From an optimization exercise on the open Yosys and OpenROAD flow, aimed at small area, a short achievable clock period and few clock cycles per item; shortcuts taken in it are not production practice. At most, simulation tests tie the RTL to the original design; equivalence was not proved.

Setup of the previous run:
==> flow/design.v <==
`timescale 1ns / 1ps
module dma_controller(
    input wire clk,
    input wire reset,
    input wire trigger,
    input wire [4:0] length,
    input wire [31:0] source_address,
    input wire [31:0] destination_add,
    input wire ARREADY,
    input wire [31:0] RDATA,
    input wire RVALID,
    input wire AWREADY,
    input wire WREADY,
    input wire BVALID,
    output reg done,
    output wire [31:0] ARADDR,
    output wire ARVALID,
    output wire RREADY,
    output wire [31:0] AWADDR,
    output wire AWVALID,
    output wire [31:0] WDATA,
    output wire WVALID,
    output wire BREADY
);
    wire [2:0] words = length[4:2];
    addr_stream ar (.clk(clk), .reset(reset), .trigger(trigger), .words(words),
                    .base(source_address), .ready(ARREADY),
                    .valid(ARVALID), .addr(ARADDR));
    addr_stream aw (.clk(clk), .reset(reset), .trigger(trigger), .words(words),
                    .base(destination_add), .ready(AWREADY),
                    .valid(AWVALID), .addr(AWADDR));
    reg [2:0] b_left;
    wire busy = |b_left;
    assign WDATA = RDATA;
    assign WVALID = RVALID & busy;
    assign RREADY = WREADY & busy;
    assign BREADY = BVALID;
    always @(posedge clk or posedge reset) begin
        if (reset) begin
            b_left <= 3'd0;
            done <= 1'b0;
        end else if (trigger) begin
            b_left <= words;
            done <= 1'b0;
        end else if (busy && BVALID) begin
            b_left <= b_left - 3'd1;
            done <= b_left == 3'd1;
        end
    end
endmodule
module addr_stream(
    input wire clk,
    input wire reset,
    input wire trigger,
    input wire [2:0] words,
    input wire [31:0] base,
    input wire ready,
    output wire valid,
    output wire [31:0] addr
);
    localparam G = 3;                       
    localparam NG = (27 + G - 1) / G;       
    reg busy;
    reg [2:0] flip_lo;
    reg [NG-1:0] carry;
    assign valid = trigger | busy;
    wire hs = valid & ready;
    wire [2:0] flip_inc = flip_lo ^ {addr[3] & addr[2], addr[2], 1'b1};
    wire [2:0] lo = base[4:2];
    wire c1 = lo[0] & words[0];
    wire c2 = (lo[1] & words[1]) | ((lo[1] | words[1]) & c1);
    wire [2:0] flip_end = words ^ {c2, c1, 1'b0};
    wire last = flip_inc == flip_end;
    wire step = hs & !last;                 
    always @(posedge clk or posedge reset) begin
        if (reset)
            busy <= 1'b0;
        else if (hs)
            busy <= !last;
        else if (trigger)
            busy <= 1'b1;
    end
    wire carry_inc = carry[0] | (&addr[4:2]);
    wire [26:0] up = base[31:5];
    always @(posedge clk) begin
        if (step)
            flip_lo <= flip_inc;
        else if (!busy)
            flip_lo <= 3'd0;
    end
    reg carry0;
    reg carry0_next;
    always @(*) begin
        if (step)
            carry0_next = carry_inc;
        else if (!busy)
            carry0_next = 1'b0;
        else
            carry0_next = carry0;
    end
    always @(posedge clk)
        carry0 <= carry0_next;
    genvar g, k;
    generate
        for (g = 0; g < NG; g = g + 1) begin : grp
            if (g == 0) begin : first
                always @(*) carry[g] = carry0;
            end else begin : rest
                reg into;
                always @(posedge clk)
                    into <= carry0_next & (&up[g*G-1:0]);
                always @(*) carry[g] = into;
            end
        end
    endgenerate
    assign addr[1:0] = base[1:0];           
    assign addr[4:2] = base[4:2] ^ flip_lo;
    generate
        for (k = 0; k < 27; k = k + 1) begin : bit_up
            localparam integer GB = (k / G) * G;    
            wire inner;
            if (k == GB) begin : first
                assign inner = 1'b1;
            end else begin : rest
                assign inner = &up[k-1:GB];
            end
            assign addr[5 + k] = up[k] ^ (carry[k / G] & inner);
        end
    endgenerate
endmodule
clock: 4.0 ns
lec_check: 0
cap_margin: 20
core_margin: 2
core_utilization: 40
setup_slack_margin: 1.8
slew_margin: 20
standard.sh (not shown) runs the stock make flow with config.mk's settings and CLKGATE_MAP_FILE= SYNTH_SCRIPT=/design/flow/synth_recipe.tcl, a recipe that flattens the netlist after the stock synthesis.
==> flow/flow/run.sh <==
#!/bin/bash
# Standard layout, but with the smallest buffer on the ports (the flow upsizes
# them where timing needs it).
set -euo pipefail
export BUFFER_PORTS_ARGS="-buffer_cell sky130_fd_sc_hd__buf_1"
bash standard.sh > standard.log 2>&1
Inputs modified between the previous run and the current run:
diff --git a/flow/design.v b/flow/design.v
--- a/flow/design.v
+++ b/flow/design.v
@@ -57,9 +57,9 @@
     input wire ready,
     output wire valid,
     output wire [31:0] addr
 );
-    localparam G = 3;                       
+    localparam G = 4;                       
     localparam NG = (27 + G - 1) / G;       
     reg busy;
     reg [2:0] flip_lo;
     reg [NG-1:0] carry;
Findings:
Ratio of cells with drive above 1 in the final layout came out higher on the current run than on the previous run.
Simple-gate portion of the synthesized area in the current run is 3.0 points above the previous run.
Between the previous run and the current run, the number of cells produced by synthesis is higher for the current run.
Re data required time at the worst endpoint: the current run is 0.82 ns down on the previous run.
Arithmetic-cell share of the synthesized area counting full adders, half adders and majority gates: lower on the current run
Compared with the previous run, the current run shows count of instances resized after the clock tree is built that has gone up by more than half.
Compared with the previous run, the current run shows a lower met1 global-route usage.
The previous run → the current run: cell area shows an increase of 1.7%, ratio of routed vias to standard cells shows a reduction of 0.43%.
Testbench counts of the current run, summed over its fixed seeds: cycles 5,957, words 1,889.
The RTL of the previous run was laid out without a check of its function.

* * *

== the baseline ==
Another version of the RTL of dma_controller (not shown whole).
Size: about 270 cells after synthesis, roughly 32 flip-flops, ~210 I/O pins.
==> module addr_stream, before the edit <==
module addr_stream(
    input wire clk,
    input wire reset,
    input wire trigger,
    input wire [2:0] words,
    input wire [31:0] base,
    input wire ready,
    output wire valid,
    output wire [31:0] addr
);
    localparam G = 4;                       
    localparam NG = (27 + G - 1) / G;       
    reg busy;
    reg [2:0] idx;
    reg [2:0] flip_lo;
    reg [NG-1:0] carry;
    assign valid = trigger | busy;
    wire hs = valid & ready;
    wire [2:0] idx_inc = idx + 3'd1;
    wire last = idx_inc == words;
    wire step = hs & !last;                 
    always @(posedge clk or posedge reset) begin
        if (reset) begin
            idx <= 3'd0;
            busy <= 1'b0;
        end else begin
            if (hs)
                idx <= last ? 3'd0 : idx_inc;
            if (hs)
                busy <= !last;
            else if (trigger)
                busy <= 1'b1;
        end
    end
    wire [2:0] flip_inc = flip_lo ^ {addr[3] & addr[2], addr[2], 1'b1};
    wire carry_inc = carry[0] | (&addr[4:2]);
    wire [26:0] up = base[31:5];
    always @(posedge clk) begin
        if (step)
            flip_lo <= flip_inc;
        else if (!busy)
            flip_lo <= 3'd0;
    end
    reg carry0;
    reg carry0_next;
    always @(*) begin
        if (step)
            carry0_next = carry_inc;
        else if (!busy)
            carry0_next = 1'b0;
        else
            carry0_next = carry0;
    end
    always @(posedge clk)
        carry0 <= carry0_next;
    genvar g, k;
    generate
        for (g = 0; g < NG; g = g + 1) begin : grp
            if (g == 0) begin : first
                always @(*) carry[g] = carry0;
            end else begin : rest
                reg into;
                always @(posedge clk)
                    into <= carry0_next & (&up[g*G-1:0]);
                always @(*) carry[g] = into;
            end
        end
    endgenerate
    assign addr[1:0] = base[1:0];           
    assign addr[4:2] = base[4:2] ^ flip_lo;
    generate
        for (k = 0; k < 27; k = k + 1) begin : bit_up
            localparam integer GB = (k / G) * G;    
            wire inner;
            if (k == GB) begin : first
                assign inner = 1'b1;
            end else begin : rest
                assign inner = &up[k-1:GB];
            end
            assign addr[5 + k] = up[k] ^ (carry[k / G] & inner);
        end
    endgenerate
endmodule
==> flow/config.mk <==
export PLATFORM = sky130hd
export DESIGN_NAME = dma_controller
export DESIGN_NICKNAME = dma_controller
export VERILOG_FILES = /design/flow/design.v
export SDC_FILE = /design/flow/constraint.sdc
export NUM_CORES = 4
export LEC_CHECK = 0
export CAP_MARGIN = 20
export CORE_MARGIN = 2
export CORE_UTILIZATION = 40
export CTS_BUF_LIST = sky130_fd_sc_hd__clkbuf_4
export SETUP_SLACK_MARGIN = 1.5
export SLEW_MARGIN = 20
==> flow/constraint.sdc <==
create_clock -name core_clock -period 4.0 [get_ports {clk}]
set_input_delay 0.8000 -clock core_clock [delete_from_list [all_inputs] [get_ports {clk}]]
set_output_delay 0.8000 -clock core_clock [all_outputs]
set_load 0.01 [all_outputs]
Scripts as last shown in full above: flow/flow/run.sh
Testbench counts of the baseline, summed over its fixed seeds: cycles 5,957, words 1,889.
diff inputs: the baseline => the candidate
-- flow/design.v --
<<< the baseline, line 59
    output wire [31:0] addr
);
    localparam G = 4;                       
    localparam NG = (27 + G - 1) / G;       
    reg busy;
>>> the candidate, line 59
    output wire [31:0] addr
);
    localparam G = 3;                       
    localparam NG = (27 + G - 1) / G;       
    reg busy;
<<< the baseline, line 93
    end
    reg carry0;
    reg carry0_next;
    always @(*) begin
        if (step)
            carry0_next = carry_inc;
        else if (!busy)
            carry0_next = 1'b0;
        else
            carry0_next = carry0;
    end
    always @(posedge clk)
        carry0 <= carry0_next;
    genvar g, k;
    generate
>>> the candidate, line 93
    end
    reg carry0;
    always @(posedge clk) begin
        if (step)
            carry0 <= carry_inc;
        else if (!busy)
            carry0 <= 1'b0;
    end
    genvar g, k;
    generate
<<< the baseline, line 110
                always @(*) carry[g] = carry0;
            end else begin : rest
                reg into;
                always @(posedge clk)
                    into <= carry0_next & (&up[g*G-1:0]);
                always @(*) carry[g] = into;
            end
        end
>>> the candidate, line 105
                always @(*) carry[g] = carry0;
            end else begin : rest
                reg below;
                always @(posedge clk)
                    below <= &up[g*G-1:0];
                always @(*) carry[g] = carry0 & below;
            end
        end
Results
The candidate has completed all stages; timing, DRC and antenna checks passed. When the final numbers for the candidate and the baseline were put side by side, the synthesized instance count turned out to be greater in the candidate. Per the comparison of the candidate with the baseline, die area up 630 µm²; HPWL reported at the end of detailed placement down about 3.6%. [the candidate vs the baseline] simple-gate portion of the synthesized area: higher in the candidate. The candidate vs. the baseline: period utilization rose 1.4 points, area of the core up 730 µm², sequential share of layout area picked up an extra 1.0 points, count of non-CTS inverters in the layout has increased, layout-stage area growth over the synthesis result went down 0.64 points. The candidate against the baseline; post-route cell area is up by a little under 10%.
Function not checked in the candidate: the RTL went through the layout flow alone.

-- what the ideal ports hide --
The flow's constraints put no driver on any port. The routed layouts listed below were extracted and timed again, unchanged, in two steps.
Step 1 sets driving cells, clkbuf_16 on the clock port and buf_2 on the other inputs (assumed; they add their load-dependent delay and slew).
Step 2 moves the port delays by t, midway between the first and last clock arrival at a register: inputs arrive t later, outputs are due t later. That takes back most of the time a late clock gives input paths.
a / b / c = no drivers / after step 1 / after step 2; a / b = the first two.
run	t (ns)	setup slack, ns	worst register clock-pin slew, ns	cell pins on the clock port's net
the previous run	0.299	1.794 / 1.775 / 1.476	0.06 / 0.06	1
the current run	0.288	1.776 / 1.735 / 1.568	0.10 / 0.10	1
the baseline	0.349	1.670 / 1.648 / 1.525	0.11 / 0.11	1
the candidate	0.350	1.615 / 1.593 / 1.654	0.12 / 0.12	1
After both steps setup and hold are still met in every run listed. The setup slack of the previous run, which loses most, moves by -0.019 ns with the drivers and by -0.318 ns with both steps.
